From an optimization exercise on the open Yosys and OpenROAD flow, aimed at small area; shortcuts taken in it are not production practice.
At most, simulation tests tie the RTL to the original design; equivalence was not proved.
Only the layout flow was run in run 2; the RTL was not checked for function there.
Power and IR drop assume default switching activity.

==> flow/design.v (outline; a module is shown in full before it is edited, if it fits) <==
// module memory: 706 lines
// module rd_aoi222: 6 lines
// module rd_nand2: 6 lines
// module rd_nand3: 6 lines
// module rd_nand4: 6 lines
// module rd_nor2: 6 lines
// module rd_inv: 6 lines
// module rd_and2: 6 lines
// module fifo: 60 lines
module fifo #(
  parameter DWIDTH             = 4,
  parameter AWIDTH             = 8,
  parameter SHOWAHEAD          = 1,
  parameter ALMOST_FULL_VALUE  = 6,
  parameter ALMOST_EMPTY_VALUE = 2,
  parameter REGISTER_OUTPUT    = 0
)(
  input                     clk_i,
  input                     srst_i,
  input [DWIDTH-1:0]        data_i,
  input                     wrreq_i,
  input                     rdreq_i,
  output logic [DWIDTH-1:0] q_o,
  output logic              empty_o,
  output logic              full_o,
  output logic [AWIDTH:0]   usedw_o,
  output logic              almost_full_o,
  output logic              almost_empty_o
);
  // ...
==> flow/run.sh <==
#!/bin/bash
# synth_recipe.tcl (not shown) runs the flow's synth.tcl, then flattens the netlist and writes it again
# the make line also repeats each setting of config.mk as NAME=value (left out here)
make -C /OpenROAD-flow-scripts/flow DESIGN_CONFIG=/design/flow/config.mk WORK_HOME=/design/flow/orfs CLKGATE_MAP_FILE= SYNTH_SCRIPT=/design/flow/synth_recipe.tcl finish
==> flow/config.mk <==
export PLATFORM = sky130hd
export DESIGN_NAME = fifo
export DESIGN_NICKNAME = fifo
export VERILOG_FILES = /design/flow/design.v
export SDC_FILE = /design/flow/constraint.sdc
export NUM_CORES = 4
export LEC_CHECK = 0
export CAP_MARGIN = 10
export CORE_MARGIN = 2
export CORE_UTILIZATION = 70
export CTS_BUF_LIST = sky130_fd_sc_hd__clkbuf_16
export CTS_CLUSTER_DIAMETER = 60
export CTS_CLUSTER_SIZE = 30
export SLEW_MARGIN = 10
export SYNTH_HIERARCHICAL = 1
export SYNTH_MINIMUM_KEEP_SIZE = 0
==> flow/constraint.sdc <==
create_clock -name core_clock -period 5.0 [get_ports {clk_i}]
set_input_delay 1.0000 -clock core_clock [delete_from_list [all_inputs] [get_ports {clk_i}]]
set_output_delay 1.0000 -clock core_clock [all_outputs]
set_load 0.01 [all_outputs]
==> flow_summary.ini, run 1 <==
[run_status]
status = timing/DRC/antenna clean

[finish]
clock_buffers = 53
layout_common_cells = 1024 x edfxtp_1, 340 x a222oi_1, 117 x nor2_1
n_antenna_cell = 0
nNetsFinal = 1874
design_area_sq_um = 39600
fill_cells = 2799
utilization = 0.771
buffers = 82

[global_routing]
met1_usage = 0.505
grt_use_total = 0.312
gr-total-overflow = 0
antenna_found_initial = 0
grt_max_degree = 181
use_met2 = 0.441

[logic_synthesis]
netlist_instances = 1735
yosys-top-cells-area = edfxtp_1 85%, a222oi_1 9.4%, nand4_1 1.4%
muxShareOfSynthArea = 0.00193
synth.most_common_cell = edfxtp_1
synth_edf_count = 1024
synth.yosys.seq_area_share = 0.854

[die]
start_util = 0.707
dieArea_sq_um = 53700

[detailed_routing]
wl_met1_mm = 32.5
viasPerCell = 7.76
num_vias = 20000

[pwr]
p_total_uw = 16600
clk-power_uw = 4930
p_seq_uw = 10500
power_switching_uw = 3950

[hold_path]
hold_path.startpoint = memory_block.data[223][2]

[worst_setup_path]
crit_fanout = 16
regToRegSetupSlack_ns = 0.37
r2r_end = head[0]
crit_type = reg2reg

[placed_design]
port_buffers = 24

[clock_tree]
post-cts-setup-buffers = 0

[timing]
holdWs_ns = 0.446
max_slew_margin = 0.133
==> inputs of run 2 (changes only) <==
==> flow/design.v (replaced) <==
module memory #(
  parameter DWIDTH = 4,
  parameter AWIDTH = 8
)(
  input                     clk_i,
  input [DWIDTH-1:0]        data_i,
  input                     wrreq_i,
  input [AWIDTH-1:0]        rd_ind_i,
  input                     rd_en_i,
  output logic [DWIDTH-1:0] q_o
);
  localparam DEPTH = 1 << AWIDTH;
  logic [DWIDTH-1:0] data [DEPTH-1:0];
  always_ff @(posedge clk_i)
    if (wrreq_i)
      for (int i = 0; i < DEPTH; i++)
        data[(i + 1) % DEPTH] <= (i == 0) ? data_i : data[i];
  logic [63:0] row;
  logic [3:0] col;
  wire n1, n2, n3, n4, n5, n6, n7, n8, n9, n10, n11, n12, n13, n14, n15, n16, n17, n18, n19, n20, n21, n22, n23, n24, n25, n26, n27, n28, n29, n30, n31, n32, n33, n34, n35, n36, n37, n38, n39, n40, n41, n42, n43, n44, n45, n46, n47, n48, n49, n50, n51, n52, n53, n54, n55, n56, n57, n58, n59, n60, n61, n62, n63, n64, n65, n66, n67, n68, n69, n70, n71, n72, n73, n74, n75, n76, n77, n78, n79, n80, n81, n82, n83, n84, n85, n86, n87, n88, n89, n90, n91, n92, n93, n94, n95, n96, n97, n98, n99, n100, n101, n102, n103, n104, n105, n106, n107, n108, n109, n110, n111, n112, n113, n114, n115, n116, n117, n118, n119, n120, n121, n122, n123, n124, n125, n126, n127, n128, n129, n130, n131, n132, n133, n134, n135, n136, n137, n138, n139, n140, n141, n142, n143, n144, n145, n146, n147, n148, n149, n150, n151, n152, n153, n154, n155, n156, n157, n158, n159, n160, n161, n162, n163, n164, n165, n166, n167, n168, n169, n170, n171, n172, n173, n174, n175, n176, n177, n178, n179, n180, n181, n182, n183, n184, n185, n186, n187, n188, n189, n190, n191, n192, n193, n194, n195, n196, n197, n198, n199, n200, n201, n202, n203, n204, n205, n206, n207, n208, n209, n210, n211, n212, n213, n214, n215, n216, n217, n218, n219, n220, n221, n222, n223, n224, n225, n226, n227, n228, n229, n230, n231, n232, n233, n234, n235, n236, n237, n238, n239, n240, n241, n242, n243, n244, n245, n246, n247, n248, n249, n250, n251, n252, n253, n254, n255, n256, n257, n258, n259, n260, n261, n262, n263, n264, n265, n266, n267, n268, n269, n270, n271, n272, n273, n274, n275, n276, n277, n278, n279, n280, n281, n282, n283, n284, n285, n286, n287, n288, n289, n290, n291, n292, n293, n294, n295, n296, n297, n298, n299, n300, n301, n302, n303, n304, n305, n306, n307, n308, n309, n310, n311, n312, n313, n314, n315, n316, n317, n318, n319, n320, n321, n322, n323, n324, n325, n326, n327, n328, n329, n330, n331, n332, n333, n334, n335, n336, n337, n338, n339, n340, n341, n342, n343, n344, n345, n346, n347, n348, n349, n350, n351, n352, n353, n354, n355, n356, n357, n358, n359, n360, n361, n362, n363, n364, n365, n366, n367, n368, n369, n370, n371, n372, n373, n374, n375, n376, n377, n378, n379, n380, n381, n382, n383, n384, n385, n386, n387, n388, n389, n390, n391, n392, n393, n394, n395, n396, n397, n398, n399, n400, n401, n402, n403, n404, n405, n406, n407, n408, n409, n410, n411, n412, n413, n414, n415, n416, n417, n418, n419, n420, n421, n422, n423, n424, n425, n426, n427, n428, n429, n430, n431, n432, n433, n434, n435, n436, n437, n438, n439, n440, n441, n442, n443, n444, n445, n446, n447, n448, n449, n450, n451, n452, n453, n454, n455, n456, n457, n458, n459, n460, n461, n462, n463, n464, n465, n466, n467, n468, n469, n470, n471, n472, n473, n474, n475, n476, n477, n478, n479, n480, n481, n482, n483, n484, n485, n486, n487, n488, n489, n490, n491, n492, n493, n494, n495, n496, n497, n498, n499, n500, n501, n502, n503, n504, n505, n506, n507, n508, n509, n510, n511, n512, n513, n514, n515, n516, n517, n518, n519, n520, n521, n522, n523, n524, n525, n526, n527, n528, n529, n530, n531, n532, n533, n534, n535, n536, n537, n538, n539, n540, n541, n542, n543, n544, n545, n546, n547, n548, n549, n550, n551, n552, n553, n554, n555, n556, n557, n558, n559, n560, n561, n562, n563, n564, n565, n566, n567, n568, n569, n570, n571, n572, n573, n574, n575, n576, n577, n578, n579, n580, n581, n582, n583, n584, n585, n586, n587, n588, n589, n590, n591, n592, n593, n594, n595, n596, n597, n598, n599, n600, n601, n602, n603, n604, n605, n606, n607, n608, n609, n610, n611, n612, n613, n614, n615, n616;
  rd_inv u1 (rd_ind_i[0], n1);
  rd_inv u2 (rd_ind_i[1], n2);
  rd_inv u3 (rd_ind_i[2], n3);
  rd_inv u4 (rd_ind_i[3], n4);
  rd_inv u5 (rd_ind_i[4], n5);
  rd_inv u6 (rd_ind_i[5], n6);
  rd_inv u7 (rd_ind_i[6], n7);
  rd_inv u8 (rd_ind_i[7], n8);
  rd_nand3 u9 (n3, n4, n5, n9);
  rd_nand3 u10 (rd_ind_i[2], n4, n5, n10);
  rd_nand3 u11 (n3, rd_ind_i[3], n5, n11);
  rd_nand3 u12 (rd_ind_i[2], rd_ind_i[3], n5, n12);
  rd_nand3 u13 (n3, n4, rd_ind_i[4], n13);
  rd_nand3 u14 (rd_ind_i[2], n4, rd_ind_i[4], n14);
  rd_nand3 u15 (n3, rd_ind_i[3], rd_ind_i[4], n15);
  rd_nand3 u16 (rd_ind_i[2], rd_ind_i[3], rd_ind_i[4], n16);
  rd_nand3 u17 (n6, n7, n8, n17);
  rd_nand3 u18 (rd_ind_i[5], n7, n8, n18);
  rd_nand3 u19 (n6, rd_ind_i[6], n8, n19);
  rd_nand3 u20 (rd_ind_i[5], rd_ind_i[6], n8, n20);
  rd_nand3 u21 (n6, n7, rd_ind_i[7], n21);
  rd_nand3 u22 (rd_ind_i[5], n7, rd_ind_i[7], n22);
  rd_nand3 u23 (n6, rd_ind_i[6], rd_ind_i[7], n23);
  rd_nand3 u24 (rd_ind_i[5], rd_ind_i[6], rd_ind_i[7], n24);
  rd_nor2 u25 (n17, n9, n25);
  assign row[0] = n25;
  rd_nor2 u26 (n17, n10, n26);
  assign row[1] = n26;
  rd_nor2 u27 (n17, n11, n27);
  assign row[2] = n27;
  rd_nor2 u28 (n17, n12, n28);
  assign row[3] = n28;
  rd_nor2 u29 (n17, n13, n29);
  assign row[4] = n29;
  rd_nor2 u30 (n17, n14, n30);
  assign row[5] = n30;
  rd_nor2 u31 (n17, n15, n31);
  assign row[6] = n31;
  rd_nor2 u32 (n17, n16, n32);
  assign row[7] = n32;
  rd_nor2 u33 (n18, n9, n33);
  assign row[8] = n33;
  rd_nor2 u34 (n18, n10, n34);
  assign row[9] = n34;
  rd_nor2 u35 (n18, n11, n35);
  assign row[10] = n35;
  rd_nor2 u36 (n18, n12, n36);
  assign row[11] = n36;
  rd_nor2 u37 (n18, n13, n37);
  assign row[12] = n37;
  rd_nor2 u38 (n18, n14, n38);
  assign row[13] = n38;
  rd_nor2 u39 (n18, n15, n39);
  assign row[14] = n39;
  rd_nor2 u40 (n18, n16, n40);
  assign row[15] = n40;
  rd_nor2 u41 (n19, n9, n41);
  assign row[16] = n41;
  rd_nor2 u42 (n19, n10, n42);
  assign row[17] = n42;
  rd_nor2 u43 (n19, n11, n43);
  assign row[18] = n43;
  rd_nor2 u44 (n19, n12, n44);
  assign row[19] = n44;
  rd_nor2 u45 (n19, n13, n45);
  assign row[20] = n45;
  rd_nor2 u46 (n19, n14, n46);
  assign row[21] = n46;
  rd_nor2 u47 (n19, n15, n47);
  assign row[22] = n47;
  rd_nor2 u48 (n19, n16, n48);
  assign row[23] = n48;
  rd_nor2 u49 (n20, n9, n49);
  assign row[24] = n49;
  rd_nor2 u50 (n20, n10, n50);
  assign row[25] = n50;
  rd_nor2 u51 (n20, n11, n51);
  assign row[26] = n51;
  rd_nor2 u52 (n20, n12, n52);
  assign row[27] = n52;
  rd_nor2 u53 (n20, n13, n53);
  assign row[28] = n53;
  rd_nor2 u54 (n20, n14, n54);
  assign row[29] = n54;
  rd_nor2 u55 (n20, n15, n55);
  assign row[30] = n55;
  rd_nor2 u56 (n20, n16, n56);
  assign row[31] = n56;
  rd_nor2 u57 (n21, n9, n57);
  assign row[32] = n57;
  rd_nor2 u58 (n21, n10, n58);
  assign row[33] = n58;
  rd_nor2 u59 (n21, n11, n59);
  assign row[34] = n59;
  rd_nor2 u60 (n21, n12, n60);
  assign row[35] = n60;
  rd_nor2 u61 (n21, n13, n61);
  assign row[36] = n61;
  rd_nor2 u62 (n21, n14, n62);
  assign row[37] = n62;
  rd_nor2 u63 (n21, n15, n63);
  assign row[38] = n63;
  rd_nor2 u64 (n21, n16, n64);
  assign row[39] = n64;
  rd_nor2 u65 (n22, n9, n65);
  assign row[40] = n65;
  rd_nor2 u66 (n22, n10, n66);
  assign row[41] = n66;
  rd_nor2 u67 (n22, n11, n67);
  assign row[42] = n67;
  rd_nor2 u68 (n22, n12, n68);
  assign row[43] = n68;
  rd_nor2 u69 (n22, n13, n69);
  assign row[44] = n69;
  rd_nor2 u70 (n22, n14, n70);
  assign row[45] = n70;
  rd_nor2 u71 (n22, n15, n71);
  assign row[46] = n71;
  rd_nor2 u72 (n22, n16, n72);
  assign row[47] = n72;
  rd_nor2 u73 (n23, n9, n73);
  assign row[48] = n73;
  rd_nor2 u74 (n23, n10, n74);
  assign row[49] = n74;
  rd_nor2 u75 (n23, n11, n75);
  assign row[50] = n75;
  rd_nor2 u76 (n23, n12, n76);
  assign row[51] = n76;
  rd_nor2 u77 (n23, n13, n77);
  assign row[52] = n77;
  rd_nor2 u78 (n23, n14, n78);
  assign row[53] = n78;
  rd_nor2 u79 (n23, n15, n79);
  assign row[54] = n79;
  rd_nor2 u80 (n23, n16, n80);
  assign row[55] = n80;
  rd_nor2 u81 (n24, n9, n81);
  assign row[56] = n81;
  rd_nor2 u82 (n24, n10, n82);
  assign row[57] = n82;
  rd_nor2 u83 (n24, n11, n83);
  assign row[58] = n83;
  rd_nor2 u84 (n24, n12, n84);
  assign row[59] = n84;
  rd_nor2 u85 (n24, n13, n85);
  assign row[60] = n85;
  rd_nor2 u86 (n24, n14, n86);
  assign row[61] = n86;
  rd_nor2 u87 (n24, n15, n87);
  assign row[62] = n87;
  rd_nor2 u88 (n24, n16, n88);
  assign row[63] = n88;
  rd_and3 u89 (rd_en_i, n1, n2, n89);
  assign col[0] = n89;
  rd_and3 u90 (rd_en_i, rd_ind_i[0], n2, n90);
  assign col[1] = n90;
  rd_and3 u91 (rd_en_i, n1, rd_ind_i[1], n91);
  assign col[2] = n91;
  rd_and3 u92 (rd_en_i, rd_ind_i[0], rd_ind_i[1], n92);
  assign col[3] = n92;
  rd_aoi222 u93 (data[0][0], row[0], data[4][0], row[1], data[8][0], row[2], n93);
  rd_aoi222 u94 (data[12][0], row[3], data[16][0], row[4], data[20][0], row[5], n94);
  rd_aoi222 u95 (data[24][0], row[6], data[28][0], row[7], data[32][0], row[8], n95);
  rd_aoi222 u96 (data[36][0], row[9], data[40][0], row[10], data[44][0], row[11], n96);
  rd_aoi222 u97 (data[48][0], row[12], data[52][0], row[13], data[56][0], row[14], n97);
  rd_aoi222 u98 (data[60][0], row[15], data[64][0], row[16], data[68][0], row[17], n98);
  rd_aoi222 u99 (data[72][0], row[18], data[76][0], row[19], data[80][0], row[20], n99);
  rd_aoi222 u100 (data[84][0], row[21], data[88][0], row[22], data[92][0], row[23], n100);
  rd_aoi222 u101 (data[96][0], row[24], data[100][0], row[25], data[104][0], row[26], n101);
  rd_aoi222 u102 (data[108][0], row[27], data[112][0], row[28], data[116][0], row[29], n102);
  rd_aoi222 u103 (data[120][0], row[30], data[124][0], row[31], data[128][0], row[32], n103);
  rd_aoi222 u104 (data[132][0], row[33], data[136][0], row[34], data[140][0], row[35], n104);
  rd_aoi222 u105 (data[144][0], row[36], data[148][0], row[37], data[152][0], row[38], n105);
  rd_aoi222 u106 (data[156][0], row[39], data[160][0], row[40], data[164][0], row[41], n106);
  rd_aoi222 u107 (data[168][0], row[42], data[172][0], row[43], data[176][0], row[44], n107);
  rd_aoi222 u108 (data[180][0], row[45], data[184][0], row[46], data[188][0], row[47], n108);
  rd_aoi222 u109 (data[192][0], row[48], data[196][0], row[49], data[200][0], row[50], n109);
  rd_aoi222 u110 (data[204][0], row[51], data[208][0], row[52], data[212][0], row[53], n110);
  rd_aoi222 u111 (data[216][0], row[54], data[220][0], row[55], data[224][0], row[56], n111);
  rd_aoi222 u112 (data[228][0], row[57], data[232][0], row[58], data[236][0], row[59], n112);
  rd_aoi222 u113 (data[240][0], row[60], data[244][0], row[61], data[248][0], row[62], n113);
  rd_nand2 u114 (data[252][0], row[63], n114);
  rd_nand4 u115 (n93, n94, n95, n96, n115);
  rd_nand4 u116 (n97, n98, n99, n100, n116);
  rd_nand4 u117 (n101, n102, n103, n104, n117);
  rd_nand4 u118 (n105, n106, n107, n108, n118);
  rd_nand4 u119 (n109, n110, n111, n112, n119);
  rd_nand2 u120 (n113, n114, n120);
  rd_nor2 u121 (n115, n116, n121);
  rd_nor2 u122 (n117, n118, n122);
  rd_nor2 u123 (n119, n120, n123);
  rd_nand3 u124 (n121, n122, n123, n124);
  rd_aoi222 u125 (data[1][0], row[0], data[5][0], row[1], data[9][0], row[2], n125);
  rd_aoi222 u126 (data[13][0], row[3], data[17][0], row[4], data[21][0], row[5], n126);
  rd_aoi222 u127 (data[25][0], row[6], data[29][0], row[7], data[33][0], row[8], n127);
  rd_aoi222 u128 (data[37][0], row[9], data[41][0], row[10], data[45][0], row[11], n128);
  rd_aoi222 u129 (data[49][0], row[12], data[53][0], row[13], data[57][0], row[14], n129);
  rd_aoi222 u130 (data[61][0], row[15], data[65][0], row[16], data[69][0], row[17], n130);
  rd_aoi222 u131 (data[73][0], row[18], data[77][0], row[19], data[81][0], row[20], n131);
  rd_aoi222 u132 (data[85][0], row[21], data[89][0], row[22], data[93][0], row[23], n132);
  rd_aoi222 u133 (data[97][0], row[24], data[101][0], row[25], data[105][0], row[26], n133);
  rd_aoi222 u134 (data[109][0], row[27], data[113][0], row[28], data[117][0], row[29], n134);
  rd_aoi222 u135 (data[121][0], row[30], data[125][0], row[31], data[129][0], row[32], n135);
  rd_aoi222 u136 (data[133][0], row[33], data[137][0], row[34], data[141][0], row[35], n136);
  rd_aoi222 u137 (data[145][0], row[36], data[149][0], row[37], data[153][0], row[38], n137);
  rd_aoi222 u138 (data[157][0], row[39], data[161][0], row[40], data[165][0], row[41], n138);
  rd_aoi222 u139 (data[169][0], row[42], data[173][0], row[43], data[177][0], row[44], n139);
  rd_aoi222 u140 (data[181][0], row[45], data[185][0], row[46], data[189][0], row[47], n140);
  rd_aoi222 u141 (data[193][0], row[48], data[197][0], row[49], data[201][0], row[50], n141);
  rd_aoi222 u142 (data[205][0], row[51], data[209][0], row[52], data[213][0], row[53], n142);
  rd_aoi222 u143 (data[217][0], row[54], data[221][0], row[55], data[225][0], row[56], n143);
  rd_aoi222 u144 (data[229][0], row[57], data[233][0], row[58], data[237][0], row[59], n144);
  rd_aoi222 u145 (data[241][0], row[60], data[245][0], row[61], data[249][0], row[62], n145);
  rd_nand2 u146 (data[253][0], row[63], n146);
  rd_nand4 u147 (n125, n126, n127, n128, n147);
  rd_nand4 u148 (n129, n130, n131, n132, n148);
  rd_nand4 u149 (n133, n134, n135, n136, n149);
  rd_nand4 u150 (n137, n138, n139, n140, n150);
  rd_nand4 u151 (n141, n142, n143, n144, n151);
  rd_nand2 u152 (n145, n146, n152);
  rd_nor2 u153 (n147, n148, n153);
  rd_nor2 u154 (n149, n150, n154);
  rd_nor2 u155 (n151, n152, n155);
  rd_nand3 u156 (n153, n154, n155, n156);
  rd_aoi222 u157 (data[2][0], row[0], data[6][0], row[1], data[10][0], row[2], n157);
  rd_aoi222 u158 (data[14][0], row[3], data[18][0], row[4], data[22][0], row[5], n158);
  rd_aoi222 u159 (data[26][0], row[6], data[30][0], row[7], data[34][0], row[8], n159);
  rd_aoi222 u160 (data[38][0], row[9], data[42][0], row[10], data[46][0], row[11], n160);
  rd_aoi222 u161 (data[50][0], row[12], data[54][0], row[13], data[58][0], row[14], n161);
  rd_aoi222 u162 (data[62][0], row[15], data[66][0], row[16], data[70][0], row[17], n162);
  rd_aoi222 u163 (data[74][0], row[18], data[78][0], row[19], data[82][0], row[20], n163);
  rd_aoi222 u164 (data[86][0], row[21], data[90][0], row[22], data[94][0], row[23], n164);
  rd_aoi222 u165 (data[98][0], row[24], data[102][0], row[25], data[106][0], row[26], n165);
  rd_aoi222 u166 (data[110][0], row[27], data[114][0], row[28], data[118][0], row[29], n166);
  rd_aoi222 u167 (data[122][0], row[30], data[126][0], row[31], data[130][0], row[32], n167);
  rd_aoi222 u168 (data[134][0], row[33], data[138][0], row[34], data[142][0], row[35], n168);
  rd_aoi222 u169 (data[146][0], row[36], data[150][0], row[37], data[154][0], row[38], n169);
  rd_aoi222 u170 (data[158][0], row[39], data[162][0], row[40], data[166][0], row[41], n170);
  rd_aoi222 u171 (data[170][0], row[42], data[174][0], row[43], data[178][0], row[44], n171);
  rd_aoi222 u172 (data[182][0], row[45], data[186][0], row[46], data[190][0], row[47], n172);
  rd_aoi222 u173 (data[194][0], row[48], data[198][0], row[49], data[202][0], row[50], n173);
  rd_aoi222 u174 (data[206][0], row[51], data[210][0], row[52], data[214][0], row[53], n174);
  rd_aoi222 u175 (data[218][0], row[54], data[222][0], row[55], data[226][0], row[56], n175);
  rd_aoi222 u176 (data[230][0], row[57], data[234][0], row[58], data[238][0], row[59], n176);
  rd_aoi222 u177 (data[242][0], row[60], data[246][0], row[61], data[250][0], row[62], n177);
  rd_nand2 u178 (data[254][0], row[63], n178);
  rd_nand4 u179 (n157, n158, n159, n160, n179);
  rd_nand4 u180 (n161, n162, n163, n164, n180);
  rd_nand4 u181 (n165, n166, n167, n168, n181);
  rd_nand4 u182 (n169, n170, n171, n172, n182);
  rd_nand4 u183 (n173, n174, n175, n176, n183);
  rd_nand2 u184 (n177, n178, n184);
  rd_nor2 u185 (n179, n180, n185);
  rd_nor2 u186 (n181, n182, n186);
  rd_nor2 u187 (n183, n184, n187);
  rd_nand3 u188 (n185, n186, n187, n188);
  rd_aoi222 u189 (data[3][0], row[0], data[7][0], row[1], data[11][0], row[2], n189);
  rd_aoi222 u190 (data[15][0], row[3], data[19][0], row[4], data[23][0], row[5], n190);
  rd_aoi222 u191 (data[27][0], row[6], data[31][0], row[7], data[35][0], row[8], n191);
  rd_aoi222 u192 (data[39][0], row[9], data[43][0], row[10], data[47][0], row[11], n192);
  rd_aoi222 u193 (data[51][0], row[12], data[55][0], row[13], data[59][0], row[14], n193);
  rd_aoi222 u194 (data[63][0], row[15], data[67][0], row[16], data[71][0], row[17], n194);
  rd_aoi222 u195 (data[75][0], row[18], data[79][0], row[19], data[83][0], row[20], n195);
  rd_aoi222 u196 (data[87][0], row[21], data[91][0], row[22], data[95][0], row[23], n196);
  rd_aoi222 u197 (data[99][0], row[24], data[103][0], row[25], data[107][0], row[26], n197);
  rd_aoi222 u198 (data[111][0], row[27], data[115][0], row[28], data[119][0], row[29], n198);
  rd_aoi222 u199 (data[123][0], row[30], data[127][0], row[31], data[131][0], row[32], n199);
  rd_aoi222 u200 (data[135][0], row[33], data[139][0], row[34], data[143][0], row[35], n200);
  rd_aoi222 u201 (data[147][0], row[36], data[151][0], row[37], data[155][0], row[38], n201);
  rd_aoi222 u202 (data[159][0], row[39], data[163][0], row[40], data[167][0], row[41], n202);
  rd_aoi222 u203 (data[171][0], row[42], data[175][0], row[43], data[179][0], row[44], n203);
  rd_aoi222 u204 (data[183][0], row[45], data[187][0], row[46], data[191][0], row[47], n204);
  rd_aoi222 u205 (data[195][0], row[48], data[199][0], row[49], data[203][0], row[50], n205);
  rd_aoi222 u206 (data[207][0], row[51], data[211][0], row[52], data[215][0], row[53], n206);
  rd_aoi222 u207 (data[219][0], row[54], data[223][0], row[55], data[227][0], row[56], n207);
  rd_aoi222 u208 (data[231][0], row[57], data[235][0], row[58], data[239][0], row[59], n208);
  rd_aoi222 u209 (data[243][0], row[60], data[247][0], row[61], data[251][0], row[62], n209);
  rd_nand2 u210 (data[255][0], row[63], n210);
  rd_nand4 u211 (n189, n190, n191, n192, n211);
  rd_nand4 u212 (n193, n194, n195, n196, n212);
  rd_nand4 u213 (n197, n198, n199, n200, n213);
  rd_nand4 u214 (n201, n202, n203, n204, n214);
  rd_nand4 u215 (n205, n206, n207, n208, n215);
  rd_nand2 u216 (n209, n210, n216);
  rd_nor2 u217 (n211, n212, n217);
  rd_nor2 u218 (n213, n214, n218);
  rd_nor2 u219 (n215, n216, n219);
  rd_nand3 u220 (n217, n218, n219, n220);
  rd_aoi222 u221 (n124, col[0], n156, col[1], n188, col[2], n221);
  rd_nand2 u222 (n220, col[3], n222);
  rd_nand2 u223 (n221, n222, n223);
  assign q_o[0] = n223;
  rd_aoi222 u224 (data[0][1], row[0], data[4][1], row[1], data[8][1], row[2], n224);
  rd_aoi222 u225 (data[12][1], row[3], data[16][1], row[4], data[20][1], row[5], n225);
  rd_aoi222 u226 (data[24][1], row[6], data[28][1], row[7], data[32][1], row[8], n226);
  rd_aoi222 u227 (data[36][1], row[9], data[40][1], row[10], data[44][1], row[11], n227);
  rd_aoi222 u228 (data[48][1], row[12], data[52][1], row[13], data[56][1], row[14], n228);
  rd_aoi222 u229 (data[60][1], row[15], data[64][1], row[16], data[68][1], row[17], n229);
  rd_aoi222 u230 (data[72][1], row[18], data[76][1], row[19], data[80][1], row[20], n230);
  rd_aoi222 u231 (data[84][1], row[21], data[88][1], row[22], data[92][1], row[23], n231);
  rd_aoi222 u232 (data[96][1], row[24], data[100][1], row[25], data[104][1], row[26], n232);
  rd_aoi222 u233 (data[108][1], row[27], data[112][1], row[28], data[116][1], row[29], n233);
  rd_aoi222 u234 (data[120][1], row[30], data[124][1], row[31], data[128][1], row[32], n234);
  rd_aoi222 u235 (data[132][1], row[33], data[136][1], row[34], data[140][1], row[35], n235);
  rd_aoi222 u236 (data[144][1], row[36], data[148][1], row[37], data[152][1], row[38], n236);
  rd_aoi222 u237 (data[156][1], row[39], data[160][1], row[40], data[164][1], row[41], n237);
  rd_aoi222 u238 (data[168][1], row[42], data[172][1], row[43], data[176][1], row[44], n238);
  rd_aoi222 u239 (data[180][1], row[45], data[184][1], row[46], data[188][1], row[47], n239);
  rd_aoi222 u240 (data[192][1], row[48], data[196][1], row[49], data[200][1], row[50], n240);
  rd_aoi222 u241 (data[204][1], row[51], data[208][1], row[52], data[212][1], row[53], n241);
  rd_aoi222 u242 (data[216][1], row[54], data[220][1], row[55], data[224][1], row[56], n242);
  rd_aoi222 u243 (data[228][1], row[57], data[232][1], row[58], data[236][1], row[59], n243);
  rd_aoi222 u244 (data[240][1], row[60], data[244][1], row[61], data[248][1], row[62], n244);
  rd_nand2 u245 (data[252][1], row[63], n245);
  rd_nand4 u246 (n224, n225, n226, n227, n246);
  rd_nand4 u247 (n228, n229, n230, n231, n247);
  rd_nand4 u248 (n232, n233, n234, n235, n248);
  rd_nand4 u249 (n236, n237, n238, n239, n249);
  rd_nand4 u250 (n240, n241, n242, n243, n250);
  rd_nand2 u251 (n244, n245, n251);
  rd_nor2 u252 (n246, n247, n252);
  rd_nor2 u253 (n248, n249, n253);
  rd_nor2 u254 (n250, n251, n254);
  rd_nand3 u255 (n252, n253, n254, n255);
  rd_aoi222 u256 (data[1][1], row[0], data[5][1], row[1], data[9][1], row[2], n256);
  rd_aoi222 u257 (data[13][1], row[3], data[17][1], row[4], data[21][1], row[5], n257);
  rd_aoi222 u258 (data[25][1], row[6], data[29][1], row[7], data[33][1], row[8], n258);
  rd_aoi222 u259 (data[37][1], row[9], data[41][1], row[10], data[45][1], row[11], n259);
  rd_aoi222 u260 (data[49][1], row[12], data[53][1], row[13], data[57][1], row[14], n260);
  rd_aoi222 u261 (data[61][1], row[15], data[65][1], row[16], data[69][1], row[17], n261);
  rd_aoi222 u262 (data[73][1], row[18], data[77][1], row[19], data[81][1], row[20], n262);
  rd_aoi222 u263 (data[85][1], row[21], data[89][1], row[22], data[93][1], row[23], n263);
  rd_aoi222 u264 (data[97][1], row[24], data[101][1], row[25], data[105][1], row[26], n264);
  rd_aoi222 u265 (data[109][1], row[27], data[113][1], row[28], data[117][1], row[29], n265);
  rd_aoi222 u266 (data[121][1], row[30], data[125][1], row[31], data[129][1], row[32], n266);
  rd_aoi222 u267 (data[133][1], row[33], data[137][1], row[34], data[141][1], row[35], n267);
  rd_aoi222 u268 (data[145][1], row[36], data[149][1], row[37], data[153][1], row[38], n268);
  rd_aoi222 u269 (data[157][1], row[39], data[161][1], row[40], data[165][1], row[41], n269);
  rd_aoi222 u270 (data[169][1], row[42], data[173][1], row[43], data[177][1], row[44], n270);
  rd_aoi222 u271 (data[181][1], row[45], data[185][1], row[46], data[189][1], row[47], n271);
  rd_aoi222 u272 (data[193][1], row[48], data[197][1], row[49], data[201][1], row[50], n272);
  rd_aoi222 u273 (data[205][1], row[51], data[209][1], row[52], data[213][1], row[53], n273);
  rd_aoi222 u274 (data[217][1], row[54], data[221][1], row[55], data[225][1], row[56], n274);
  rd_aoi222 u275 (data[229][1], row[57], data[233][1], row[58], data[237][1], row[59], n275);
  rd_aoi222 u276 (data[241][1], row[60], data[245][1], row[61], data[249][1], row[62], n276);
  rd_nand2 u277 (data[253][1], row[63], n277);
  rd_nand4 u278 (n256, n257, n258, n259, n278);
  rd_nand4 u279 (n260, n261, n262, n263, n279);
  rd_nand4 u280 (n264, n265, n266, n267, n280);
  rd_nand4 u281 (n268, n269, n270, n271, n281);
  rd_nand4 u282 (n272, n273, n274, n275, n282);
  rd_nand2 u283 (n276, n277, n283);
  rd_nor2 u284 (n278, n279, n284);
  rd_nor2 u285 (n280, n281, n285);
  rd_nor2 u286 (n282, n283, n286);
  rd_nand3 u287 (n284, n285, n286, n287);
  rd_aoi222 u288 (data[2][1], row[0], data[6][1], row[1], data[10][1], row[2], n288);
  rd_aoi222 u289 (data[14][1], row[3], data[18][1], row[4], data[22][1], row[5], n289);
  rd_aoi222 u290 (data[26][1], row[6], data[30][1], row[7], data[34][1], row[8], n290);
  rd_aoi222 u291 (data[38][1], row[9], data[42][1], row[10], data[46][1], row[11], n291);
  rd_aoi222 u292 (data[50][1], row[12], data[54][1], row[13], data[58][1], row[14], n292);
  rd_aoi222 u293 (data[62][1], row[15], data[66][1], row[16], data[70][1], row[17], n293);
  rd_aoi222 u294 (data[74][1], row[18], data[78][1], row[19], data[82][1], row[20], n294);
  rd_aoi222 u295 (data[86][1], row[21], data[90][1], row[22], data[94][1], row[23], n295);
  rd_aoi222 u296 (data[98][1], row[24], data[102][1], row[25], data[106][1], row[26], n296);
  rd_aoi222 u297 (data[110][1], row[27], data[114][1], row[28], data[118][1], row[29], n297);
  rd_aoi222 u298 (data[122][1], row[30], data[126][1], row[31], data[130][1], row[32], n298);
  rd_aoi222 u299 (data[134][1], row[33], data[138][1], row[34], data[142][1], row[35], n299);
  rd_aoi222 u300 (data[146][1], row[36], data[150][1], row[37], data[154][1], row[38], n300);
  rd_aoi222 u301 (data[158][1], row[39], data[162][1], row[40], data[166][1], row[41], n301);
  rd_aoi222 u302 (data[170][1], row[42], data[174][1], row[43], data[178][1], row[44], n302);
  rd_aoi222 u303 (data[182][1], row[45], data[186][1], row[46], data[190][1], row[47], n303);
  rd_aoi222 u304 (data[194][1], row[48], data[198][1], row[49], data[202][1], row[50], n304);
  rd_aoi222 u305 (data[206][1], row[51], data[210][1], row[52], data[214][1], row[53], n305);
  rd_aoi222 u306 (data[218][1], row[54], data[222][1], row[55], data[226][1], row[56], n306);
  rd_aoi222 u307 (data[230][1], row[57], data[234][1], row[58], data[238][1], row[59], n307);
  rd_aoi222 u308 (data[242][1], row[60], data[246][1], row[61], data[250][1], row[62], n308);
  rd_nand2 u309 (data[254][1], row[63], n309);
  rd_nand4 u310 (n288, n289, n290, n291, n310);
  rd_nand4 u311 (n292, n293, n294, n295, n311);
  rd_nand4 u312 (n296, n297, n298, n299, n312);
  rd_nand4 u313 (n300, n301, n302, n303, n313);
  rd_nand4 u314 (n304, n305, n306, n307, n314);
  rd_nand2 u315 (n308, n309, n315);
  rd_nor2 u316 (n310, n311, n316);
  rd_nor2 u317 (n312, n313, n317);
  rd_nor2 u318 (n314, n315, n318);
  rd_nand3 u319 (n316, n317, n318, n319);
  rd_aoi222 u320 (data[3][1], row[0], data[7][1], row[1], data[11][1], row[2], n320);
  rd_aoi222 u321 (data[15][1], row[3], data[19][1], row[4], data[23][1], row[5], n321);
  rd_aoi222 u322 (data[27][1], row[6], data[31][1], row[7], data[35][1], row[8], n322);
  rd_aoi222 u323 (data[39][1], row[9], data[43][1], row[10], data[47][1], row[11], n323);
  rd_aoi222 u324 (data[51][1], row[12], data[55][1], row[13], data[59][1], row[14], n324);
  rd_aoi222 u325 (data[63][1], row[15], data[67][1], row[16], data[71][1], row[17], n325);
  rd_aoi222 u326 (data[75][1], row[18], data[79][1], row[19], data[83][1], row[20], n326);
  rd_aoi222 u327 (data[87][1], row[21], data[91][1], row[22], data[95][1], row[23], n327);
  rd_aoi222 u328 (data[99][1], row[24], data[103][1], row[25], data[107][1], row[26], n328);
  rd_aoi222 u329 (data[111][1], row[27], data[115][1], row[28], data[119][1], row[29], n329);
  rd_aoi222 u330 (data[123][1], row[30], data[127][1], row[31], data[131][1], row[32], n330);
  rd_aoi222 u331 (data[135][1], row[33], data[139][1], row[34], data[143][1], row[35], n331);
  rd_aoi222 u332 (data[147][1], row[36], data[151][1], row[37], data[155][1], row[38], n332);
  rd_aoi222 u333 (data[159][1], row[39], data[163][1], row[40], data[167][1], row[41], n333);
  rd_aoi222 u334 (data[171][1], row[42], data[175][1], row[43], data[179][1], row[44], n334);
  rd_aoi222 u335 (data[183][1], row[45], data[187][1], row[46], data[191][1], row[47], n335);
  rd_aoi222 u336 (data[195][1], row[48], data[199][1], row[49], data[203][1], row[50], n336);
  rd_aoi222 u337 (data[207][1], row[51], data[211][1], row[52], data[215][1], row[53], n337);
  rd_aoi222 u338 (data[219][1], row[54], data[223][1], row[55], data[227][1], row[56], n338);
  rd_aoi222 u339 (data[231][1], row[57], data[235][1], row[58], data[239][1], row[59], n339);
  rd_aoi222 u340 (data[243][1], row[60], data[247][1], row[61], data[251][1], row[62], n340);
  rd_nand2 u341 (data[255][1], row[63], n341);
  rd_nand4 u342 (n320, n321, n322, n323, n342);
  rd_nand4 u343 (n324, n325, n326, n327, n343);
  rd_nand4 u344 (n328, n329, n330, n331, n344);
  rd_nand4 u345 (n332, n333, n334, n335, n345);
  rd_nand4 u346 (n336, n337, n338, n339, n346);
  rd_nand2 u347 (n340, n341, n347);
  rd_nor2 u348 (n342, n343, n348);
  rd_nor2 u349 (n344, n345, n349);
  rd_nor2 u350 (n346, n347, n350);
  rd_nand3 u351 (n348, n349, n350, n351);
  rd_aoi222 u352 (n255, col[0], n287, col[1], n319, col[2], n352);
  rd_nand2 u353 (n351, col[3], n353);
  rd_nand2 u354 (n352, n353, n354);
  assign q_o[1] = n354;
  rd_aoi222 u355 (data[0][2], row[0], data[4][2], row[1], data[8][2], row[2], n355);
  rd_aoi222 u356 (data[12][2], row[3], data[16][2], row[4], data[20][2], row[5], n356);
  rd_aoi222 u357 (data[24][2], row[6], data[28][2], row[7], data[32][2], row[8], n357);
  rd_aoi222 u358 (data[36][2], row[9], data[40][2], row[10], data[44][2], row[11], n358);
  rd_aoi222 u359 (data[48][2], row[12], data[52][2], row[13], data[56][2], row[14], n359);
  rd_aoi222 u360 (data[60][2], row[15], data[64][2], row[16], data[68][2], row[17], n360);
  rd_aoi222 u361 (data[72][2], row[18], data[76][2], row[19], data[80][2], row[20], n361);
  rd_aoi222 u362 (data[84][2], row[21], data[88][2], row[22], data[92][2], row[23], n362);
  rd_aoi222 u363 (data[96][2], row[24], data[100][2], row[25], data[104][2], row[26], n363);
  rd_aoi222 u364 (data[108][2], row[27], data[112][2], row[28], data[116][2], row[29], n364);
  rd_aoi222 u365 (data[120][2], row[30], data[124][2], row[31], data[128][2], row[32], n365);
  rd_aoi222 u366 (data[132][2], row[33], data[136][2], row[34], data[140][2], row[35], n366);
  rd_aoi222 u367 (data[144][2], row[36], data[148][2], row[37], data[152][2], row[38], n367);
  rd_aoi222 u368 (data[156][2], row[39], data[160][2], row[40], data[164][2], row[41], n368);
  rd_aoi222 u369 (data[168][2], row[42], data[172][2], row[43], data[176][2], row[44], n369);
  rd_aoi222 u370 (data[180][2], row[45], data[184][2], row[46], data[188][2], row[47], n370);
  rd_aoi222 u371 (data[192][2], row[48], data[196][2], row[49], data[200][2], row[50], n371);
  rd_aoi222 u372 (data[204][2], row[51], data[208][2], row[52], data[212][2], row[53], n372);
  rd_aoi222 u373 (data[216][2], row[54], data[220][2], row[55], data[224][2], row[56], n373);
  rd_aoi222 u374 (data[228][2], row[57], data[232][2], row[58], data[236][2], row[59], n374);
  rd_aoi222 u375 (data[240][2], row[60], data[244][2], row[61], data[248][2], row[62], n375);
  rd_nand2 u376 (data[252][2], row[63], n376);
  rd_nand4 u377 (n355, n356, n357, n358, n377);
  rd_nand4 u378 (n359, n360, n361, n362, n378);
  rd_nand4 u379 (n363, n364, n365, n366, n379);
  rd_nand4 u380 (n367, n368, n369, n370, n380);
  rd_nand4 u381 (n371, n372, n373, n374, n381);
  rd_nand2 u382 (n375, n376, n382);
  rd_nor2 u383 (n377, n378, n383);
  rd_nor2 u384 (n379, n380, n384);
  rd_nor2 u385 (n381, n382, n385);
  rd_nand3 u386 (n383, n384, n385, n386);
  rd_aoi222 u387 (data[1][2], row[0], data[5][2], row[1], data[9][2], row[2], n387);
  rd_aoi222 u388 (data[13][2], row[3], data[17][2], row[4], data[21][2], row[5], n388);
  rd_aoi222 u389 (data[25][2], row[6], data[29][2], row[7], data[33][2], row[8], n389);
  rd_aoi222 u390 (data[37][2], row[9], data[41][2], row[10], data[45][2], row[11], n390);
  rd_aoi222 u391 (data[49][2], row[12], data[53][2], row[13], data[57][2], row[14], n391);
  rd_aoi222 u392 (data[61][2], row[15], data[65][2], row[16], data[69][2], row[17], n392);
  rd_aoi222 u393 (data[73][2], row[18], data[77][2], row[19], data[81][2], row[20], n393);
  rd_aoi222 u394 (data[85][2], row[21], data[89][2], row[22], data[93][2], row[23], n394);
  rd_aoi222 u395 (data[97][2], row[24], data[101][2], row[25], data[105][2], row[26], n395);
  rd_aoi222 u396 (data[109][2], row[27], data[113][2], row[28], data[117][2], row[29], n396);
  rd_aoi222 u397 (data[121][2], row[30], data[125][2], row[31], data[129][2], row[32], n397);
  rd_aoi222 u398 (data[133][2], row[33], data[137][2], row[34], data[141][2], row[35], n398);
  rd_aoi222 u399 (data[145][2], row[36], data[149][2], row[37], data[153][2], row[38], n399);
  rd_aoi222 u400 (data[157][2], row[39], data[161][2], row[40], data[165][2], row[41], n400);
  rd_aoi222 u401 (data[169][2], row[42], data[173][2], row[43], data[177][2], row[44], n401);
  rd_aoi222 u402 (data[181][2], row[45], data[185][2], row[46], data[189][2], row[47], n402);
  rd_aoi222 u403 (data[193][2], row[48], data[197][2], row[49], data[201][2], row[50], n403);
  rd_aoi222 u404 (data[205][2], row[51], data[209][2], row[52], data[213][2], row[53], n404);
  rd_aoi222 u405 (data[217][2], row[54], data[221][2], row[55], data[225][2], row[56], n405);
  rd_aoi222 u406 (data[229][2], row[57], data[233][2], row[58], data[237][2], row[59], n406);
  rd_aoi222 u407 (data[241][2], row[60], data[245][2], row[61], data[249][2], row[62], n407);
  rd_nand2 u408 (data[253][2], row[63], n408);
  rd_nand4 u409 (n387, n388, n389, n390, n409);
  rd_nand4 u410 (n391, n392, n393, n394, n410);
  rd_nand4 u411 (n395, n396, n397, n398, n411);
  rd_nand4 u412 (n399, n400, n401, n402, n412);
  rd_nand4 u413 (n403, n404, n405, n406, n413);
  rd_nand2 u414 (n407, n408, n414);
  rd_nor2 u415 (n409, n410, n415);
  rd_nor2 u416 (n411, n412, n416);
  rd_nor2 u417 (n413, n414, n417);
  rd_nand3 u418 (n415, n416, n417, n418);
  rd_aoi222 u419 (data[2][2], row[0], data[6][2], row[1], data[10][2], row[2], n419);
  rd_aoi222 u420 (data[14][2], row[3], data[18][2], row[4], data[22][2], row[5], n420);
  rd_aoi222 u421 (data[26][2], row[6], data[30][2], row[7], data[34][2], row[8], n421);
  rd_aoi222 u422 (data[38][2], row[9], data[42][2], row[10], data[46][2], row[11], n422);
  rd_aoi222 u423 (data[50][2], row[12], data[54][2], row[13], data[58][2], row[14], n423);
  rd_aoi222 u424 (data[62][2], row[15], data[66][2], row[16], data[70][2], row[17], n424);
  rd_aoi222 u425 (data[74][2], row[18], data[78][2], row[19], data[82][2], row[20], n425);
  rd_aoi222 u426 (data[86][2], row[21], data[90][2], row[22], data[94][2], row[23], n426);
  rd_aoi222 u427 (data[98][2], row[24], data[102][2], row[25], data[106][2], row[26], n427);
  rd_aoi222 u428 (data[110][2], row[27], data[114][2], row[28], data[118][2], row[29], n428);
  rd_aoi222 u429 (data[122][2], row[30], data[126][2], row[31], data[130][2], row[32], n429);
  rd_aoi222 u430 (data[134][2], row[33], data[138][2], row[34], data[142][2], row[35], n430);
  rd_aoi222 u431 (data[146][2], row[36], data[150][2], row[37], data[154][2], row[38], n431);
  rd_aoi222 u432 (data[158][2], row[39], data[162][2], row[40], data[166][2], row[41], n432);
  rd_aoi222 u433 (data[170][2], row[42], data[174][2], row[43], data[178][2], row[44], n433);
  rd_aoi222 u434 (data[182][2], row[45], data[186][2], row[46], data[190][2], row[47], n434);
  rd_aoi222 u435 (data[194][2], row[48], data[198][2], row[49], data[202][2], row[50], n435);
  rd_aoi222 u436 (data[206][2], row[51], data[210][2], row[52], data[214][2], row[53], n436);
  rd_aoi222 u437 (data[218][2], row[54], data[222][2], row[55], data[226][2], row[56], n437);
  rd_aoi222 u438 (data[230][2], row[57], data[234][2], row[58], data[238][2], row[59], n438);
  rd_aoi222 u439 (data[242][2], row[60], data[246][2], row[61], data[250][2], row[62], n439);
  rd_nand2 u440 (data[254][2], row[63], n440);
  rd_nand4 u441 (n419, n420, n421, n422, n441);
  rd_nand4 u442 (n423, n424, n425, n426, n442);
  rd_nand4 u443 (n427, n428, n429, n430, n443);
  rd_nand4 u444 (n431, n432, n433, n434, n444);
  rd_nand4 u445 (n435, n436, n437, n438, n445);
  rd_nand2 u446 (n439, n440, n446);
  rd_nor2 u447 (n441, n442, n447);
  rd_nor2 u448 (n443, n444, n448);
  rd_nor2 u449 (n445, n446, n449);
  rd_nand3 u450 (n447, n448, n449, n450);
  rd_aoi222 u451 (data[3][2], row[0], data[7][2], row[1], data[11][2], row[2], n451);
  rd_aoi222 u452 (data[15][2], row[3], data[19][2], row[4], data[23][2], row[5], n452);
  rd_aoi222 u453 (data[27][2], row[6], data[31][2], row[7], data[35][2], row[8], n453);
  rd_aoi222 u454 (data[39][2], row[9], data[43][2], row[10], data[47][2], row[11], n454);
  rd_aoi222 u455 (data[51][2], row[12], data[55][2], row[13], data[59][2], row[14], n455);
  rd_aoi222 u456 (data[63][2], row[15], data[67][2], row[16], data[71][2], row[17], n456);
  rd_aoi222 u457 (data[75][2], row[18], data[79][2], row[19], data[83][2], row[20], n457);
  rd_aoi222 u458 (data[87][2], row[21], data[91][2], row[22], data[95][2], row[23], n458);
  rd_aoi222 u459 (data[99][2], row[24], data[103][2], row[25], data[107][2], row[26], n459);
  rd_aoi222 u460 (data[111][2], row[27], data[115][2], row[28], data[119][2], row[29], n460);
  rd_aoi222 u461 (data[123][2], row[30], data[127][2], row[31], data[131][2], row[32], n461);
  rd_aoi222 u462 (data[135][2], row[33], data[139][2], row[34], data[143][2], row[35], n462);
  rd_aoi222 u463 (data[147][2], row[36], data[151][2], row[37], data[155][2], row[38], n463);
  rd_aoi222 u464 (data[159][2], row[39], data[163][2], row[40], data[167][2], row[41], n464);
  rd_aoi222 u465 (data[171][2], row[42], data[175][2], row[43], data[179][2], row[44], n465);
  rd_aoi222 u466 (data[183][2], row[45], data[187][2], row[46], data[191][2], row[47], n466);
  rd_aoi222 u467 (data[195][2], row[48], data[199][2], row[49], data[203][2], row[50], n467);
  rd_aoi222 u468 (data[207][2], row[51], data[211][2], row[52], data[215][2], row[53], n468);
  rd_aoi222 u469 (data[219][2], row[54], data[223][2], row[55], data[227][2], row[56], n469);
  rd_aoi222 u470 (data[231][2], row[57], data[235][2], row[58], data[239][2], row[59], n470);
  rd_aoi222 u471 (data[243][2], row[60], data[247][2], row[61], data[251][2], row[62], n471);
  rd_nand2 u472 (data[255][2], row[63], n472);
  rd_nand4 u473 (n451, n452, n453, n454, n473);
  rd_nand4 u474 (n455, n456, n457, n458, n474);
  rd_nand4 u475 (n459, n460, n461, n462, n475);
  rd_nand4 u476 (n463, n464, n465, n466, n476);
  rd_nand4 u477 (n467, n468, n469, n470, n477);
  rd_nand2 u478 (n471, n472, n478);
  rd_nor2 u479 (n473, n474, n479);
  rd_nor2 u480 (n475, n476, n480);
  rd_nor2 u481 (n477, n478, n481);
  rd_nand3 u482 (n479, n480, n481, n482);
  rd_aoi222 u483 (n386, col[0], n418, col[1], n450, col[2], n483);
  rd_nand2 u484 (n482, col[3], n484);
  rd_nand2 u485 (n483, n484, n485);
  assign q_o[2] = n485;
  rd_aoi222 u486 (data[0][3], row[0], data[4][3], row[1], data[8][3], row[2], n486);
  rd_aoi222 u487 (data[12][3], row[3], data[16][3], row[4], data[20][3], row[5], n487);
  rd_aoi222 u488 (data[24][3], row[6], data[28][3], row[7], data[32][3], row[8], n488);
  rd_aoi222 u489 (data[36][3], row[9], data[40][3], row[10], data[44][3], row[11], n489);
  rd_aoi222 u490 (data[48][3], row[12], data[52][3], row[13], data[56][3], row[14], n490);
  rd_aoi222 u491 (data[60][3], row[15], data[64][3], row[16], data[68][3], row[17], n491);
  rd_aoi222 u492 (data[72][3], row[18], data[76][3], row[19], data[80][3], row[20], n492);
  rd_aoi222 u493 (data[84][3], row[21], data[88][3], row[22], data[92][3], row[23], n493);
  rd_aoi222 u494 (data[96][3], row[24], data[100][3], row[25], data[104][3], row[26], n494);
  rd_aoi222 u495 (data[108][3], row[27], data[112][3], row[28], data[116][3], row[29], n495);
  rd_aoi222 u496 (data[120][3], row[30], data[124][3], row[31], data[128][3], row[32], n496);
  rd_aoi222 u497 (data[132][3], row[33], data[136][3], row[34], data[140][3], row[35], n497);
  rd_aoi222 u498 (data[144][3], row[36], data[148][3], row[37], data[152][3], row[38], n498);
  rd_aoi222 u499 (data[156][3], row[39], data[160][3], row[40], data[164][3], row[41], n499);
  rd_aoi222 u500 (data[168][3], row[42], data[172][3], row[43], data[176][3], row[44], n500);
  rd_aoi222 u501 (data[180][3], row[45], data[184][3], row[46], data[188][3], row[47], n501);
  rd_aoi222 u502 (data[192][3], row[48], data[196][3], row[49], data[200][3], row[50], n502);
  rd_aoi222 u503 (data[204][3], row[51], data[208][3], row[52], data[212][3], row[53], n503);
  rd_aoi222 u504 (data[216][3], row[54], data[220][3], row[55], data[224][3], row[56], n504);
  rd_aoi222 u505 (data[228][3], row[57], data[232][3], row[58], data[236][3], row[59], n505);
  rd_aoi222 u506 (data[240][3], row[60], data[244][3], row[61], data[248][3], row[62], n506);
  rd_nand2 u507 (data[252][3], row[63], n507);
  rd_nand4 u508 (n486, n487, n488, n489, n508);
  rd_nand4 u509 (n490, n491, n492, n493, n509);
  rd_nand4 u510 (n494, n495, n496, n497, n510);
  rd_nand4 u511 (n498, n499, n500, n501, n511);
  rd_nand4 u512 (n502, n503, n504, n505, n512);
  rd_nand2 u513 (n506, n507, n513);
  rd_nor2 u514 (n508, n509, n514);
  rd_nor2 u515 (n510, n511, n515);
  rd_nor2 u516 (n512, n513, n516);
  rd_nand3 u517 (n514, n515, n516, n517);
  rd_aoi222 u518 (data[1][3], row[0], data[5][3], row[1], data[9][3], row[2], n518);
  rd_aoi222 u519 (data[13][3], row[3], data[17][3], row[4], data[21][3], row[5], n519);
  rd_aoi222 u520 (data[25][3], row[6], data[29][3], row[7], data[33][3], row[8], n520);
  rd_aoi222 u521 (data[37][3], row[9], data[41][3], row[10], data[45][3], row[11], n521);
  rd_aoi222 u522 (data[49][3], row[12], data[53][3], row[13], data[57][3], row[14], n522);
  rd_aoi222 u523 (data[61][3], row[15], data[65][3], row[16], data[69][3], row[17], n523);
  rd_aoi222 u524 (data[73][3], row[18], data[77][3], row[19], data[81][3], row[20], n524);
  rd_aoi222 u525 (data[85][3], row[21], data[89][3], row[22], data[93][3], row[23], n525);
  rd_aoi222 u526 (data[97][3], row[24], data[101][3], row[25], data[105][3], row[26], n526);
  rd_aoi222 u527 (data[109][3], row[27], data[113][3], row[28], data[117][3], row[29], n527);
  rd_aoi222 u528 (data[121][3], row[30], data[125][3], row[31], data[129][3], row[32], n528);
  rd_aoi222 u529 (data[133][3], row[33], data[137][3], row[34], data[141][3], row[35], n529);
  rd_aoi222 u530 (data[145][3], row[36], data[149][3], row[37], data[153][3], row[38], n530);
  rd_aoi222 u531 (data[157][3], row[39], data[161][3], row[40], data[165][3], row[41], n531);
  rd_aoi222 u532 (data[169][3], row[42], data[173][3], row[43], data[177][3], row[44], n532);
  rd_aoi222 u533 (data[181][3], row[45], data[185][3], row[46], data[189][3], row[47], n533);
  rd_aoi222 u534 (data[193][3], row[48], data[197][3], row[49], data[201][3], row[50], n534);
  rd_aoi222 u535 (data[205][3], row[51], data[209][3], row[52], data[213][3], row[53], n535);
  rd_aoi222 u536 (data[217][3], row[54], data[221][3], row[55], data[225][3], row[56], n536);
  rd_aoi222 u537 (data[229][3], row[57], data[233][3], row[58], data[237][3], row[59], n537);
  rd_aoi222 u538 (data[241][3], row[60], data[245][3], row[61], data[249][3], row[62], n538);
  rd_nand2 u539 (data[253][3], row[63], n539);
  rd_nand4 u540 (n518, n519, n520, n521, n540);
  rd_nand4 u541 (n522, n523, n524, n525, n541);
  rd_nand4 u542 (n526, n527, n528, n529, n542);
  rd_nand4 u543 (n530, n531, n532, n533, n543);
  rd_nand4 u544 (n534, n535, n536, n537, n544);
  rd_nand2 u545 (n538, n539, n545);
  rd_nor2 u546 (n540, n541, n546);
  rd_nor2 u547 (n542, n543, n547);
  rd_nor2 u548 (n544, n545, n548);
  rd_nand3 u549 (n546, n547, n548, n549);
  rd_aoi222 u550 (data[2][3], row[0], data[6][3], row[1], data[10][3], row[2], n550);
  rd_aoi222 u551 (data[14][3], row[3], data[18][3], row[4], data[22][3], row[5], n551);
  rd_aoi222 u552 (data[26][3], row[6], data[30][3], row[7], data[34][3], row[8], n552);
  rd_aoi222 u553 (data[38][3], row[9], data[42][3], row[10], data[46][3], row[11], n553);
  rd_aoi222 u554 (data[50][3], row[12], data[54][3], row[13], data[58][3], row[14], n554);
  rd_aoi222 u555 (data[62][3], row[15], data[66][3], row[16], data[70][3], row[17], n555);
  rd_aoi222 u556 (data[74][3], row[18], data[78][3], row[19], data[82][3], row[20], n556);
  rd_aoi222 u557 (data[86][3], row[21], data[90][3], row[22], data[94][3], row[23], n557);
  rd_aoi222 u558 (data[98][3], row[24], data[102][3], row[25], data[106][3], row[26], n558);
  rd_aoi222 u559 (data[110][3], row[27], data[114][3], row[28], data[118][3], row[29], n559);
  rd_aoi222 u560 (data[122][3], row[30], data[126][3], row[31], data[130][3], row[32], n560);
  rd_aoi222 u561 (data[134][3], row[33], data[138][3], row[34], data[142][3], row[35], n561);
  rd_aoi222 u562 (data[146][3], row[36], data[150][3], row[37], data[154][3], row[38], n562);
  rd_aoi222 u563 (data[158][3], row[39], data[162][3], row[40], data[166][3], row[41], n563);
  rd_aoi222 u564 (data[170][3], row[42], data[174][3], row[43], data[178][3], row[44], n564);
  rd_aoi222 u565 (data[182][3], row[45], data[186][3], row[46], data[190][3], row[47], n565);
  rd_aoi222 u566 (data[194][3], row[48], data[198][3], row[49], data[202][3], row[50], n566);
  rd_aoi222 u567 (data[206][3], row[51], data[210][3], row[52], data[214][3], row[53], n567);
  rd_aoi222 u568 (data[218][3], row[54], data[222][3], row[55], data[226][3], row[56], n568);
  rd_aoi222 u569 (data[230][3], row[57], data[234][3], row[58], data[238][3], row[59], n569);
  rd_aoi222 u570 (data[242][3], row[60], data[246][3], row[61], data[250][3], row[62], n570);
  rd_nand2 u571 (data[254][3], row[63], n571);
  rd_nand4 u572 (n550, n551, n552, n553, n572);
  rd_nand4 u573 (n554, n555, n556, n557, n573);
  rd_nand4 u574 (n558, n559, n560, n561, n574);
  rd_nand4 u575 (n562, n563, n564, n565, n575);
  rd_nand4 u576 (n566, n567, n568, n569, n576);
  rd_nand2 u577 (n570, n571, n577);
  rd_nor2 u578 (n572, n573, n578);
  rd_nor2 u579 (n574, n575, n579);
  rd_nor2 u580 (n576, n577, n580);
  rd_nand3 u581 (n578, n579, n580, n581);
  rd_aoi222 u582 (data[3][3], row[0], data[7][3], row[1], data[11][3], row[2], n582);
  rd_aoi222 u583 (data[15][3], row[3], data[19][3], row[4], data[23][3], row[5], n583);
  rd_aoi222 u584 (data[27][3], row[6], data[31][3], row[7], data[35][3], row[8], n584);
  rd_aoi222 u585 (data[39][3], row[9], data[43][3], row[10], data[47][3], row[11], n585);
  rd_aoi222 u586 (data[51][3], row[12], data[55][3], row[13], data[59][3], row[14], n586);
  rd_aoi222 u587 (data[63][3], row[15], data[67][3], row[16], data[71][3], row[17], n587);
  rd_aoi222 u588 (data[75][3], row[18], data[79][3], row[19], data[83][3], row[20], n588);
  rd_aoi222 u589 (data[87][3], row[21], data[91][3], row[22], data[95][3], row[23], n589);
  rd_aoi222 u590 (data[99][3], row[24], data[103][3], row[25], data[107][3], row[26], n590);
  rd_aoi222 u591 (data[111][3], row[27], data[115][3], row[28], data[119][3], row[29], n591);
  rd_aoi222 u592 (data[123][3], row[30], data[127][3], row[31], data[131][3], row[32], n592);
  rd_aoi222 u593 (data[135][3], row[33], data[139][3], row[34], data[143][3], row[35], n593);
  rd_aoi222 u594 (data[147][3], row[36], data[151][3], row[37], data[155][3], row[38], n594);
  rd_aoi222 u595 (data[159][3], row[39], data[163][3], row[40], data[167][3], row[41], n595);
  rd_aoi222 u596 (data[171][3], row[42], data[175][3], row[43], data[179][3], row[44], n596);
  rd_aoi222 u597 (data[183][3], row[45], data[187][3], row[46], data[191][3], row[47], n597);
  rd_aoi222 u598 (data[195][3], row[48], data[199][3], row[49], data[203][3], row[50], n598);
  rd_aoi222 u599 (data[207][3], row[51], data[211][3], row[52], data[215][3], row[53], n599);
  rd_aoi222 u600 (data[219][3], row[54], data[223][3], row[55], data[227][3], row[56], n600);
  rd_aoi222 u601 (data[231][3], row[57], data[235][3], row[58], data[239][3], row[59], n601);
  rd_aoi222 u602 (data[243][3], row[60], data[247][3], row[61], data[251][3], row[62], n602);
  rd_nand2 u603 (data[255][3], row[63], n603);
  rd_nand4 u604 (n582, n583, n584, n585, n604);
  rd_nand4 u605 (n586, n587, n588, n589, n605);
  rd_nand4 u606 (n590, n591, n592, n593, n606);
  rd_nand4 u607 (n594, n595, n596, n597, n607);
  rd_nand4 u608 (n598, n599, n600, n601, n608);
  rd_nand2 u609 (n602, n603, n609);
  rd_nor2 u610 (n604, n605, n610);
  rd_nor2 u611 (n606, n607, n611);
  rd_nor2 u612 (n608, n609, n612);
  rd_nand3 u613 (n610, n611, n612, n613);
  rd_aoi222 u614 (n517, col[0], n549, col[1], n581, col[2], n614);
  rd_nand2 u615 (n613, col[3], n615);
  rd_nand2 u616 (n614, n615, n616);
  assign q_o[3] = n616;
endmodule
module rd_aoi222 (
  input  a0, s0, a1, s1, a2, s2,
  output y
);
  assign y = ~(a0 & s0 | a1 & s1 | a2 & s2);
endmodule
module rd_nand2 (
  input  a, b,
  output y
);
  assign y = ~(a & b);
endmodule
module rd_nand3 (
  input  a, b, c,
  output y
);
  assign y = ~(a & b & c);
endmodule
module rd_nand4 (
  input  a, b, c, d,
  output y
);
  assign y = ~(a & b & c & d);
endmodule
module rd_nor2 (
  input  a, b,
  output y
);
  assign y = ~(a | b);
endmodule
module rd_inv (
  input  a,
  output y
);
  assign y = ~a;
endmodule
module rd_and3 (
  input  a, b, c,
  output y
);
  assign y = a & b & c;
endmodule
module fifo #(
  parameter DWIDTH             = 4,
  parameter AWIDTH             = 8,
  parameter SHOWAHEAD          = 1,
  parameter ALMOST_FULL_VALUE  = 6,
  parameter ALMOST_EMPTY_VALUE = 2,
  parameter REGISTER_OUTPUT    = 0
)(
  input                     clk_i,
  input                     srst_i,
  input [DWIDTH-1:0]        data_i,
  input                     wrreq_i,
  input                     rdreq_i,
  output logic [DWIDTH-1:0] q_o,
  output logic              empty_o,
  output logic              full_o,
  output logic [AWIDTH:0]   usedw_o,
  output logic              almost_full_o,
  output logic              almost_empty_o
);
  logic [AWIDTH:0]   size;
  logic [DWIDTH-1:0] rd_word;
  memory #(
    .DWIDTH ( DWIDTH ),
    .AWIDTH ( AWIDTH )
  ) memory_block (
    .clk_i   (clk_i),
    .data_i  (data_i),
    .wrreq_i (wrreq_i),
    .rd_ind_i(size[AWIDTH-1:0]),
    .rd_en_i (!empty_o),
    .q_o     (rd_word)
  );
  assign usedw_o        = size;
  assign almost_full_o  = (size >= ALMOST_FULL_VALUE);
  assign almost_empty_o = (size < ALMOST_EMPTY_VALUE);
  assign q_o            = rd_word;
  always_ff @(posedge clk_i)
    if (srst_i)
      size <= '0;
    else if (wrreq_i && !rdreq_i)
      size <= size + 1'b1;
    else if (rdreq_i && !wrreq_i)
      size <= size - 1'b1;
  always_ff @(posedge clk_i)
    if (srst_i)
      full_o <= 1'b0;
    else if (size == (1 << AWIDTH) - 1 && wrreq_i && !rdreq_i)
      full_o <= 1'b1;
    else if (rdreq_i)
      full_o <= 1'b0;
  always_ff @(posedge clk_i)
    if (srst_i)
      empty_o <= 1'b1;
    else
      empty_o <= (size == 0) || (size == 1 && rdreq_i);
endmodule
==> flow/config.mk (replaced) <==
export PLATFORM = sky130hd
export DESIGN_NAME = fifo
export DESIGN_NICKNAME = fifo
export VERILOG_FILES = /design/flow/design.v
export SDC_FILE = /design/flow/constraint.sdc
export NUM_CORES = 4
export LEC_CHECK = 0
export CAP_MARGIN = 20
export CORE_MARGIN = 2
export CORE_UTILIZATION = 70
export CTS_BUF_LIST = sky130_fd_sc_hd__clkbuf_4 sky130_fd_sc_hd__clkbuf_8
export SLEW_MARGIN = 20
export SYNTH_HIERARCHICAL = 1
export SYNTH_MINIMUM_KEEP_SIZE = 0
==> run 2 against run 1 <==
Highest routed layer is now met5. Combinational power about the same. Setup slack got worse by 0.32 ns. Clock skew decreased by 0.0041 ns.
==> flow_summary.ini, run 2 <==
[clock_tree]
cts_buffer_depth = 3
cts_made_buffers = 157

[die]
start_util = 0.707
rows = 83
dieArea_sq_um = 53600
core_area_sq_um = 51200

[pwr]
peakVddDrop_mv = 0.348
leakage_uw = 0.0139

[hold_path]
min_path_type = reg2reg

[timing]
holdWs_ns = 0.440
max_slew_margin = 0.227

[logic_synthesis]
netlist_instances = 1729
avgSynthCellArea_sq_um = 20.9
synth.most_common_cell = edfxtp_1
synth.yosys.seq_area_share = 0.855
ys_async_sr_fraction = 0
yosys-top-cells-area = edfxtp_1 85%, a222oi_1 9.4%, nand4_1 1.4%
synth_top_area_cell = edfxtp_1
synth_edf_count = 1024

[finish]
utilization = 0.805
largest_reg_flops = 1024
layout_common_cells = 1024 x edfxtp_1, 340 x a222oi_1, 168 x clkbuf_8
nNetsFinal = 2006
syn_to_final_growth_pct = 13.8

[global_routing]
antenna_found_initial = 2
grt_pass1_vias = 19400
gr-total-overflow = 0
grt_pass1_wl_mm = 121
grt_max_degree = 202
grt_use_total = 0.311

[worst_setup_path]
r2r_end = size[8]
regToRegSetupSlack_ns = 2.85
r2r_cells = 8
crit_fanout = 16
r2r-start = size[1]
crit_type = reg2out
crit_buf_inv = 4
crit_chain = clkinvlp_4 -> nand3_1 -> buf_4 -> nor2_1 -> buf_4 -> a222oi_1 -> nand4_1 -> nor2_2 -> nand3_1 -> a222oi_1 -> nand2_1 -> dlygate4sd2_1

[detailed_routing]
wl_mm = 81.8
viasPerCell = 7.26
dr.pass1.iters = 14
first_iter_violations = 4924
ant_nets = 0
num_vias = 20300

[placed_design]
dpl.cell_count = 2509
port_buffers = 24
place_congestion = 0.916

[run]
maxCapViolations = 0

[run_status]
status = timing/DRC/antenna clean
-- run 2: what timing repair did --
item,CTS,global route
pin swaps,23,22
endpoints found under the setup margin,4,4
buffers inserted,0,3
resized for setup,35,25
-- run 2: per-layer routing --
layer  wire length [um]  vias to the layer above  global-route usage
li1                   -                     8479                   -
met2              37100                     1531               0.441
met1              31600                    10100               0.467
met4               2750                        2               0.130
met5                 11                        -                   0
met3              10400                      179              0.0865
-- run 2: per-module statistics from Yosys (local to each module, per instance), excerpt --
module | flops+latches | cells inside | copies in the design | area, sq um
rd_nor2 | 0 | 1 | 112 | 3.75
rd_nand3 | 0 | 1 | 32 | 5.00
rd_nand4 | 0 | 1 | 80 | 6.26
rd_and3 | 0 | 1 | 4 | 6.26
rd_aoi222 | 0 | 1 | 340 | 10.0
rd_inv | 0 | 1 | 8 | 3.75
-- run 2: power breakdown --
group	internal [uW]	switching (uW)
Clock	3580	3130
Combinational	368	817
Sequential	10100	306
Total	14100	4260
-- run 2: cell type report --
type                            instances  area (sq um)
Tap cell                              680           851
Fill cell                            2542         10000
Multi-Input combinational cell        673          5330
Clock buffer                          214          2660
Antenna cell                            1          2.50
Timing Repair Buffer                  110           963
Clock inverter                         65           360
Sequential cell                      1035         31000
Inverter                               14          56.3
-- run 2: worst register-to-register path: stages, from the launching register on --
cell and delay [ns]:
dfxtp_1 0.59, ha_1 0.26, nand3_1 0.14, nor3_1 0.23, ha_1 0.28, mux2_2 0.26
o21ai_0 0.15, mux2i_1 0.09, nor2_1 0.08
-- run 2: how the worst min path moves through the flow --
stage	endpoint	slack (ns)	cells after the start	from
2_1_floorplan	memory_block.data[100][0]	0.43	0	memory_block.data[99][0]
3_3_place_gp	memory_block.data[99][1]	0.43	0	memory_block.data[98][1]
3_5_place_dp	memory_block.data[28][1]	0.43	0	memory_block.data[27][1]
4_1_cts	memory_block.data[182][1]	0.44	0	memory_block.data[181][1]
5_1_grt	memory_block.data[251][3]	0.45	0	memory_block.data[250][3]
6_report	memory_block.data[73][0]	0.44	0	memory_block.data[72][0]
-- run 2: logic make-up (layout without fill, tap and decap cells) --
| kind of cell | count (synthesis) | count (layout) | share of synthesized area |
|---|---|---|---|
| other | 0 | 1 | 0 |
| multiplexers | 4 | 4 | 0.00114 |
| AND/OR/NAND/NOR | 299 | 299 | 0.0399 |
| flip-flops | 1035 | 1035 | 0.855 |
| AO/OA/AOI/OAI | 359 | 359 | 0.0974 |
| buffers and inverters | 21 | 403 | 0.00311 |
| adder cells (fa/ha/maj) | 7 | 7 | 0.00242 |
| XOR/XNOR | 4 | 4 | 0.000967 |
-- run 2: stage by stage --
step / area, sq um / setup slack [ns] / TNS [ns] / power [uW]
3_5_place_dp: 38000 / 0.468 / 0 / 11700
5_1_grt: 41200 / -0.0601 / -0.0601 / 18900
4_1_cts: 41100 / -0.0385 / -0.0385 / 18400
6_report: 41200 / 0.0509 / 0 / 18300
2_1_floorplan: 36200 / 1.67 / 0 / 10900
3_3_place_gp: 38000 / 0.351 / 0 / 11700

Check on run 2: ideal ports give 0.051 ns setup slack; a clkbuf_16 on the clock port and buf_2 on the inputs give -0.011 ns; moving port delays by the midpoint clock arrival (0.852 ns) as well gives 0.841 ns.
